This design comes from an exercise in tuning for small area, a short achievable clock period and few clock cycles on the open sky130 flow, not from production work.
For this run, only the layout was checked, not whether the RTL still works.
Power figures rest on the tool's default switching activity, not on a simulated workload.

===== design/flow/run.sh =====
#!/bin/bash
# synth_recipe.tcl (not shown) runs the flow's synth.tcl, then flattens the netlist and writes it again
# the make line also repeats each setting of config.mk as NAME=value (left out here)
make -C /OpenROAD-flow-scripts/flow DESIGN_CONFIG=/design/flow/config.mk WORK_HOME=/design/flow/orfs CLKGATE_MAP_FILE= SYNTH_SCRIPT=/design/flow/synth_recipe.tcl finish

===== design/flow/config.mk =====
export PLATFORM = sky130hd
export DESIGN_NAME = TPU
export DESIGN_NICKNAME = TPU
export VERILOG_FILES = /design/flow/design.v
export SDC_FILE = /design/flow/constraint.sdc
export NUM_CORES = 4
export LEC_CHECK = 0
export CAP_MARGIN = 20
export CORE_MARGIN = 2
export CORE_UTILIZATION = 40
export SLEW_MARGIN = 20

===== design/flow/constraint.sdc =====
create_clock -name core_clock -period 10.0 [get_ports {clk}]
set_input_delay 2.0000 -clock core_clock [delete_from_list [all_inputs] [get_ports {clk}]]
set_output_delay 2.0000 -clock core_clock [all_outputs]
set_load 0.01 [all_outputs]

===== design/flow/design.v =====
module PE (
    input  wire               clk,
    input  wire signed [7:0]  a,
    input  wire signed [7:0]  b,
    input  wire               acc_en,    
    input  wire               first,     
    output wire [22:0]        acc_out
);
    reg signed [15:0] prod;
    reg signed [22:0] acc;
    always @(posedge clk) begin
        prod <= a * b;
        if (acc_en)
            acc <= (first ? 23'sd0 : acc) + prod;
    end
    assign acc_out = acc;
endmodule
module systolic_array (
    input  wire         clk,
    input  wire [31:0]  a_word,     
    input  wire [31:0]  b_word,     
    input  wire         acc_en,
    input  wire         first,
    input  wire [1:0]   row_sel,    
    output wire [127:0] row_out     
);
    wire [22:0] acc [0:15];
    genvar r, c;
    generate
        for (r = 0; r < 4; r = r + 1) begin : g_row
            for (c = 0; c < 4; c = c + 1) begin : g_col
                PE pe (
                    .clk    (clk),
                    .a      (a_word[31-8*r -: 8]),
                    .b      (b_word[31-8*c -: 8]),
                    .acc_en (acc_en),
                    .first  (first),
                    .acc_out(acc[4*r+c])
                );
            end
        end
        for (c = 0; c < 4; c = c + 1) begin : g_out
            wire [22:0] v = acc[4*row_sel+c];
            assign row_out[127-32*c -: 32] = {{9{v[22]}}, v};
        end
    endgenerate
endmodule
module TPU
#(
    parameter ADDR_BITS = 12
)
(
    input  wire                  clk,
    input  wire                  rst_n,
    input  wire                  in_valid,
    input  wire [7:0]            K,
    input  wire [7:0]            M,
    input  wire [7:0]            N,
    output reg                   busy,
    output wire                  A_wr_en,
    output reg  [ADDR_BITS-1:0]  A_index,
    output wire [31:0]           A_data_in,
    input  wire [31:0]           A_data_out,
    output wire                  B_wr_en,
    output reg  [ADDR_BITS-1:0]  B_index,
    output wire [31:0]           B_data_in,
    input  wire [31:0]           B_data_out,
    output reg                   C_wr_en,
    output reg  [ADDR_BITS-1:0]  C_index,
    output wire [127:0]          C_data_in,
    input  wire [127:0]          C_data_out
);
    assign A_wr_en   = 1'b0;
    assign B_wr_en   = 1'b0;
    assign A_data_in = 32'd0;
    assign B_data_in = 32'd0;
    reg [7:0] k_m1;      
    reg [5:0] ab_m1;     
    reg [1:0] mrow_m1;   
    reg        issuing;      
    reg [1:0]  gap;          
    reg        draining;     
    reg [7:0]  krem;         
    reg [5:0]  arem;         
    reg [5:0]  brem;         
    reg [ADDR_BITS-1:0] bbase;   
    wire start = in_valid & ~busy;
    wire issue = start | (busy & issuing);
    wire [7:0] cur_krem = busy ? krem : K - 8'd1;
    wire [5:0] cur_arem = busy ? arem : (M - 8'd1) >> 2;
    wire [5:0] cur_brem = busy ? brem : (N - 8'd1) >> 2;
    wire [1:0] cur_mrow = busy ? mrow_m1 : (M[1:0] - 2'd1);
    wire last_k = (cur_krem == 8'd0);
    wire last_a = (cur_arem == 6'd0);
    wire last_b = (cur_brem == 6'd0);
    wire fin    = last_k & last_a & last_b;
    wire [1:0] rows_m1 = last_a ? cur_mrow : 2'd3;
    wire first_k = start | (krem == k_m1);
    always @(posedge clk or negedge rst_n) begin
        if (!rst_n) begin
            k_m1     <= 8'd0;
            ab_m1    <= 6'd0;
            mrow_m1  <= 2'd0;
            issuing  <= 1'b0;
            gap      <= 2'd0;
            draining <= 1'b0;
            krem     <= 8'd0;
            arem     <= 6'd0;
            brem     <= 6'd0;
            bbase    <= {ADDR_BITS{1'b0}};
            A_index  <= {ADDR_BITS{1'b0}};
            B_index  <= {ADDR_BITS{1'b0}};
        end else begin
            if (start) begin
                k_m1    <= K - 8'd1;
                ab_m1   <= (M - 8'd1) >> 2;
                mrow_m1 <= M[1:0] - 2'd1;
                arem    <= cur_arem;
                brem    <= cur_brem;
                issuing <= 1'b1;
            end
            if (issue) begin
                if (!last_k) begin
                    krem    <= cur_krem - 8'd1;
                    A_index <= A_index + 1'b1;
                    B_index <= B_index + 1'b1;
                end else begin
                    krem <= start ? K - 8'd1 : k_m1;
                    if (fin) begin
                        issuing  <= 1'b0;
                        draining <= 1'b1;
                        A_index  <= {ADDR_BITS{1'b0}};
                        B_index  <= {ADDR_BITS{1'b0}};
                        bbase    <= {ADDR_BITS{1'b0}};
                    end else begin
                        issuing <= (rows_m1 == 2'd0);
                        gap     <= rows_m1;
                        if (last_a) begin
                            arem    <= start ? (M - 8'd1) >> 2 : ab_m1;
                            brem    <= cur_brem - 6'd1;
                            A_index <= {ADDR_BITS{1'b0}};
                            B_index <= B_index + 1'b1;
                            bbase   <= B_index + 1'b1;
                        end else begin
                            arem    <= cur_arem - 6'd1;
                            brem    <= cur_brem;
                            A_index <= A_index + 1'b1;
                            B_index <= bbase;
                        end
                    end
                end
            end else if (gap != 2'd0) begin
                gap <= gap - 2'd1;
                if (gap == 2'd1)
                    issuing <= 1'b1;
            end
            if (draining & ~busy)
                draining <= 1'b0;
        end
    end
    reg [31:0] a_word, b_word;
    always @(posedge clk) begin
        a_word <= A_data_out;
        b_word <= B_data_out;
    end
    reg       v0, f0, l0, z0;
    reg [1:0] r0;
    reg       v1, f1, l1, z1;
    reg [1:0] r1;
    always @(posedge clk or negedge rst_n) begin
        if (!rst_n) begin
            v0 <= 1'b0; f0 <= 1'b0; l0 <= 1'b0; z0 <= 1'b0; r0 <= 2'd0;
            v1 <= 1'b0; f1 <= 1'b0; l1 <= 1'b0; z1 <= 1'b0; r1 <= 2'd0;
        end else begin
            v0 <= issue; f0 <= first_k; l0 <= last_k; z0 <= fin; r0 <= rows_m1;
            v1 <= v0;    f1 <= f0;      l1 <= l0;     z1 <= z0;  r1 <= r0;
        end
    end
    reg [1:0] wrow;      
    reg [1:0] wlast;     
    reg       wfin;      
    systolic_array array (
        .clk    (clk),
        .a_word (a_word),
        .b_word (b_word),
        .acc_en (v1),
        .first  (f1),
        .row_sel(wrow),
        .row_out(C_data_in)
    );
    always @(posedge clk or negedge rst_n) begin
        if (!rst_n) begin
            busy    <= 1'b0;
            C_wr_en <= 1'b0;
            C_index <= {ADDR_BITS{1'b0}};
            wrow    <= 2'd0;
            wlast   <= 2'd0;
            wfin    <= 1'b0;
        end else begin
            if (start)
                busy <= 1'b1;
            if (C_wr_en) begin
                C_index <= C_index + 1'b1;
                wrow    <= wrow + 2'd1;
                if (wrow == wlast) begin
                    C_wr_en <= 1'b0;
                    if (wfin) begin
                        busy    <= 1'b0;
                        C_index <= {ADDR_BITS{1'b0}};
                    end
                end
            end
            if (v1 & l1) begin
                C_wr_en <= 1'b1;
                wrow    <= 2'd0;
                wlast   <= r1;
                wfin    <= z1;
            end
        end
    end
endmodule

==> run summary <==
metrics by stage:
stage,area (um2),setup slack [ps]
global placement,90320,4143
detailed placement,90320,4102
CTS,93750,3252
finish,93770,3375
global route,93770,3137
floorplan,85390,437.5
layout make-up:
class	instances	area (um2)
diodes	1	2.502
clock buffers	133	2840
clock inverters	59	584.3
fillers	20444	118100
inverters	1524	5720
multi-input cells	6492	57690
flip-flops and latches	794	20120
well taps	2821	3530
repair buffers	349	3283
state kept, by name, summed over array words and instances (netlist names), 8 cells and up:
signal / flops
a_word: 32
A_index: 12
krem: 8
C_index: 12
bbase: 12
b_word: 32
k_m1: 8
array.g_row.g_col.pe.prod: 256
B_index: 12
array.g_row.g_col.pe.acc: 368
layout by cell type, fill, tap and decap left out, drive strengths merged, types with 40 or more instances in the layout:
| cell | instances |
|---|---|
| a21boi | 54 |
| a21o | 126 |
| a21oi | 339 |
| a22oi | 144 |
| a31oi | 40 |
| and2 | 692 |
| and3 | 49 |
| buf | 94 |
| clkbuf | 133 |
| clkdlybuf4s50 | 255 |
| clkinv | 40 |
| conb | 66 |
| dfrtp | 106 |
| dfxtp | 320 |
| edfxtp | 368 |
| fa | 896 |
| ha | 829 |
| inv | 1529 |
| mux2i | 42 |
| nand2 | 560 |
| nand2b | 111 |
| nand3 | 175 |
| nor2 | 381 |
| nor2b | 422 |
| nor3 | 86 |
| o21a | 78 |
| o21ai | 287 |
| o31ai | 50 |
| or3 | 42 |
| xnor2 | 476 |
| xor2 | 107 |
critical path, cell delays in order (launching register included):
cell,delay [ps]
dfrtp_1,570
inv_1,250
ha_4,560
buf_4,420
buf_4,480
a222oi_1,220
mux2i_1,580
clkdlybuf4s50_1,670
path summary, 6_finish.rpt:
kind	from	end	slack (ps)	cells past startpoint
max in group asynchronous	rst_n	f1$_DFF_PN0_	7410	2
min in group asynchronous	rst_n	brem[5]$_DFF_PN0_	1180	1
setup reg to reg	b_word[23]$_DFF_P_	array.g_row[1].g_col[1].pe.prod[15]$_DFF_P_	4280	15
hold / removal	v0$_DFF_PN0_	v1$_DFF_PN0_	340	0
setup / recovery	wrow[0]$_DFFE_PN0P_	C_data_in[121]	3370	7
hold reg to reg	v0$_DFF_PN0_	v1$_DFF_PN0_	340	0
kinds of logic (layout without fill, tap and decap cells):
kind of cell | after synthesis | in the layout | synth area share (%)
fa+ha+maj | 1725 | 1725 | 33.25
compound gates | 1421 | 1421 | 11.04
buf+inv | 1937 | 2065 | 9.011
xor+xnor | 583 | 583 | 5.997
simple gates | 2642 | 2642 | 16.42
mux | 55 | 55 | 0.6657
flops | 794 | 794 | 23.62
other cells | 1 | 67 | 0.004404
where the power goes:
part	internal (mW)	total, mW	switching, mW
logic	10.3	24.2	13.8
clock network	2.17	3.83	1.66
registers	5.98	7.17	1.19
routing by layer:
metal	wire length [um]	global-route usage [%]
met5	270	0
met4	6554	6.169
met3	18090	4.550
met2	98190	32.16
met1	109500	31.28
==> results.py <==
metrics = {
    "logic_synthesis": {
        "syn_area_um2": 85150,
        "synth_warnings": 3,
        "synthTopCellsByCount": "inv_1, fa_1, ha_1",
        "synthCells": 9158,
        "synth_cell_types": 88,
        "synth_ff_type": "edfxtp_1",
        "postSynthAreaPerCell_um2": 9.298,
        "synth_top_area_share_pct": 21.07,
        "synth_area_leaders": "fa_1, edfxtp_1, ha_1, dfxtp_1, inv_1",
        "ys_ff_latch": 794,
        "yosysMostFrequentCell": "inv_1",
        "synth_edf_count": 368,
        "synth_top_cell_by_area": "fa_1",
        "synthArstFlopShare_pct": 13.35,
        "yosysSeqAreaShare_pct": 23.62,
    },
    "clock_tree": {
        "postCtsSetupRepairBufs": 0,
        "ctsHtreeMaxLevel": 3,
        "hold_buffers": 0,
        "cts_resized": 0,
        "clkSinkCount": 794,
        "tritoncts": "done",
        "clock_latency_ps": 770,
        "clk_path_buf_depth": 3,
        "numCtsBuffers": 102,
        "clockRootBuffer": "clkbuf_16",
        "clk_pin_slew_worst_paths_ps": 60,
    },
    "placement": {
        "placed_cells": 11979,
        "place_congestion": 0.8781,
        "port-buffer-count": 256,
        "hpwl_um": 176200,
    },
    "detailed_routing": {
        "vias": 63443,
        "dr.first_iter.drc_count": 4684,
        "wl_per_cell_um": 19.11,
        "finalWirelength_um": 232600,
        "dr.pass1.iters": 9,
        "vias_per_cell": 5.212,
        "antenna_left": 0,
        "drc": 0,
    },
    "timing": {
        "slew_violations": 0,
        "tns_ps": 0,
        "hold_viol_final": 0,
        "rsz0062_at_grt": "false",
        "relSlewSlack_pct": 27.39,
        "finalCriticalPeriod_ps": 6625,
        "skew_ps": 28.38,
        "timing.fmax_mhz": 150.9,
        "tightest_slew_ps": 1075,
        "fin_crit_sh_pct": 66.25,
        "fin_hold_ws_ps": 338.8,
        "setup_viol": 0,
    },
    "global_routing": {
        "antenna_found_initial": 40,
        "first_global_vias": 64716,
        "grt_usage_pct": 21.55,
        "overflow": 0,
        "grt_pass1_wl_um": 366000,
        "grt_max_degree": 153,
    },
    "outcome": {
        "status": "complete, no violations",
    },
    "die": {
        "rows": 169,
        "core_um2": 211900,
        "fp.dieH_um": 465.4,
        "die_width_um": 465.4,
        "ios": 451,
        "start_util_pct": 40.19,
        "die_area_um2": 216600,
    },
    "final_layout": {
        "syn2layout_area_growth_pct": 10.13,
        "drive_gt1_share_pct": 3.689,
        "layout.cells.non_filler": 12173,
        "final_util_pct": 44.26,
        "nNetsFinal": 11207,
    },
    "worst_setup_path": {
        "startpoint_type": "flip-flop",
        "cp.arrival_ps": 4630,
        "cp_max_fo": 38,
        "critPathKind": "reg -> out",
        "required_ps": 8000,
        "end_kind": "primary output",
    },
    "pwr": {
        "p_leak_nw": 43.25,
        "peakVddDrop_v": 0.0002826,
        "total_power_mw": 35.18,
        "p_per_area_nw_per_um2": 375.1,
    },
    "flow_run": {
        "maxCapViolations": 0,
    },
    "worst_hold_path": {
        "hold_path_class": "reg -> reg",
    },
}

==> what the ideal ports hide <==
In the flow no input, the clock included, has a driving cell. The finished layout below was timed again as built, in two steps. Step 1: set_driving_cell puts a clkbuf_16 on clk and a buf_2 on each other input, an assumption about the parent block. Step 2 moves the port delays by t, midway between the first and last clock arrival at a register: inputs arrive t later, outputs are due t later. That takes back most of the time a late clock gives input paths. a / b / c = ideal / step 1 / step 2; a / b = the first two.
shift t [ns]: 0.850
slack for setup (ns): 3.375 / 3.280 / 4.001
hold WS [ns]: 0.339 / 0.339 / 0.339
clock arrival spread, ns: 0.034 / 0.034
slew at the worst register clock pin (ns): 0.07 / 0.07
After both steps setup and hold are still met in this run. For this run, drivers alone change the setup slack by -0.095 ns; drivers and shift together by +0.626 ns.
